Background: an optimization exercise with open tools, aiming at small area and a short achievable clock period. Do not read the settings as production practice.
Only simulation tests tie the RTL to the original design; equivalence was not proved.
Power and IR drop assume default switching activity.

==> maple <==
Design conv_top, start of the top module:
module conv_top (
  input  logic               clk,
  input  logic               rstn,
  input  logic               valid_in,
  input  logic [7:0]         px_in,
  input  logic               kernel_wr,
  input  logic [3:0]         kernel_addr,
  input  logic signed [15:0] kernel_data,
  output logic               valid_out,
  output logic [7:0]         px_out
);
Settings: LEC_CHECK=0, ABC_CLOCK_PERIOD_IN_PS=2500, CAP_MARGIN=20, CORE_MARGIN=2, CORE_UTILIZATION=45, CTS_CLUSTER_DIAMETER=110, CTS_CLUSTER_SIZE=20, PLACE_DENSITY=0.65, SETUP_SLACK_MARGIN=5, SLEW_MARGIN=20, SYNTH_HIERARCHICAL=1, SYNTH_MINIMUM_KEEP_SIZE=0; clock period 8.0 ns.
run.sh (not shown) runs the stock make flow with config.mk's settings and CLKGATE_MAP_FILE= SYNTH_SCRIPT=/design/flow/synth_recipe.tcl, a recipe that flattens the netlist after the stock synthesis.
==> delta: changes against maple <==
Settings changed: CORE_UTILIZATION 45 to 40, CTS_CLUSTER_DIAMETER 110 to default, CTS_CLUSTER_SIZE 20 to default, PLACE_DENSITY 0.65 to 0.6.
==> qor summary <==
| item | delta | maple |
|---|---|---|
| Detail Placement HPWL | 168,000 um | 166,000 um |
| Multi-input combinational cell area | 28,500 um2 | 28,500 um2 |
| Buffers inserted by post-CTS timing repair | 105 | 115 |
| Final-layout non-clock buffer area share | 3.43% | 3.53% |
| Number of cells in the finished layout apart from fillers | 8,295 | 7,934 |
| Startpoint of the worst register-to-register path | lb.chain[529] | mac.r3858 |
| Gpl congestion | 1.07 | 1.04 |
| Resized Gates After CTS | 197 | 186 |
| Result of the run | complete, but fails checks | finished clean |
| Layout check failures | antenna rules | - |
| Min-Delay Startpoint | mac.r3348 | mac.r3335 |
| Number of routed nets with antenna violations | 1 | 0 |
| Depth of the CTS H-tree | 4 | 3 |
| FF+latch area | 43,900 um2 | 43,900 um2 |


==> build 67: inputs <==
Another version of the RTL of conv_top (not shown whole).
export LEC_CHECK = 0
export ABC_CLOCK_PERIOD_IN_PS = 2500
export CAP_MARGIN = 20
export CORE_MARGIN = 2
export CORE_UTILIZATION = 45
export CTS_CLUSTER_DIAMETER = 110
export CTS_CLUSTER_SIZE = 20
export PLACE_DENSITY = 0.65
export SLEW_MARGIN = 20
export SYNTH_HIERARCHICAL = 1
export SYNTH_MINIMUM_KEEP_SIZE = 0
export TNS_END_PERCENT = 10
create_clock -name core_clock -period 8.0 [get_ports {clk}]
standard.sh (not shown) runs the stock make flow with config.mk's settings and CLKGATE_MAP_FILE= SYNTH_SCRIPT=/design/flow/synth_recipe.tcl, a recipe that flattens the netlist after the stock synthesis.
==> flow/flow/run.sh <==
#!/bin/bash
# The standard layout, with two changes to how it is optimised:
#  - the port buffers that buffer_ports inserts are plain buffers
#    (sky130_fd_sc_hd__buf_4) instead of the default delay buffers;
#  - ORFS's timing repair aims for a setup slack of 5.25 ns at the design's
#    clock period (SETUP_SLACK_MARGIN), so that it keeps improving paths
#    the global-route estimate already sees as meeting 3 ns.
# The clock period and constraints are the design's.  The full output of
# the run goes to standard.log in this folder; ORFS also keeps its per-step
# logs under orfs/logs.
set -euo pipefail
export BUFFER_PORTS_ARGS="-buffer_cell sky130_fd_sc_hd__buf_4"
export SETUP_SLACK_MARGIN=5.25
bash standard.sh > standard.log 2>&1
==> trial 74: changes against build 67 <==
CORE_UTILIZATION = 55   (was 45)
PLACE_DENSITY = 0.72   (was 0.65)
TNS_END_PERCENT = default   (was 10)
==> comparison table <==
| item | build 67 | trial 74 |
|---|---|---|
| Result of the run | no timing/DRC/antenna violations | no timing/DRC/antenna violations |
| Initial Util | 0.451 | 0.555 |
| Worst flop-to-flop path startpoint | kernel[5][9] | kernel[0][2] |
| Number of buffers inserted during clock tree synthesis | 100 | 99 |
| Multi-input gate share of total cell area | 0.340 | 0.341 |
| Endpoint with the worst hold slack | mac.lo_q[0] | mac.r3745 |
| Layout buffer count excluding clock buffers | 134 | 188 |
| Final Hold Slack | 0.330 ns | 0.330 ns |
| Total area of multi-input combinational cells | 27,800 um^2 | 27,900 um^2 |
| Final cell count without fillers | 8,011 | 7,644 |
| Setup WS post-layout | 5.12 ns | 5.19 ns |
| Setup WS pre-CTS | 4.94 ns | 4.92 ns |
| Met2 Wirelength | 93.6 mm | 94.4 mm |
| Delay of the slowest cell on the worst path | 0.78 ns | 0.33 ns |
| Switching power | 10,400 uW | 10,400 uW |
| Clock-cell share | 0.0376 | 0.0369 |

[static timing again, ports no longer ideal]
Ports are ideal in the flow. The routed layouts listed here were re-timed in OpenROAD. Step 1, drivers: a clkbuf_16 drives clk and a buf_2 each remaining input, both assumed. Step 2 also shifts input and output timing later by t, the mid clock arrival at the registers, as if the neighbouring blocks saw the same clock. Three values: ideal ports, drivers, drivers and shift; two values: the first two.
run | t, ns | setup slack, ns | latest minus earliest clock arrival (ns)
maple | 0.834 | 4.919 / 4.919 / 4.802 | 0.056 / 0.056
delta | 0.895 | 4.925 / 4.925 / 4.804 | 0.077 / 0.077
build 67 | 0.840 | 5.119 / 5.103 / 5.119 | 0.070 / 0.070
trial 74 | 0.816 | 5.189 / 5.112 / 5.193 | 0.068 / 0.068
For delta, which loses most, drivers alone change the setup slack by 0.000 ns; drivers and shift together by -0.121 ns.
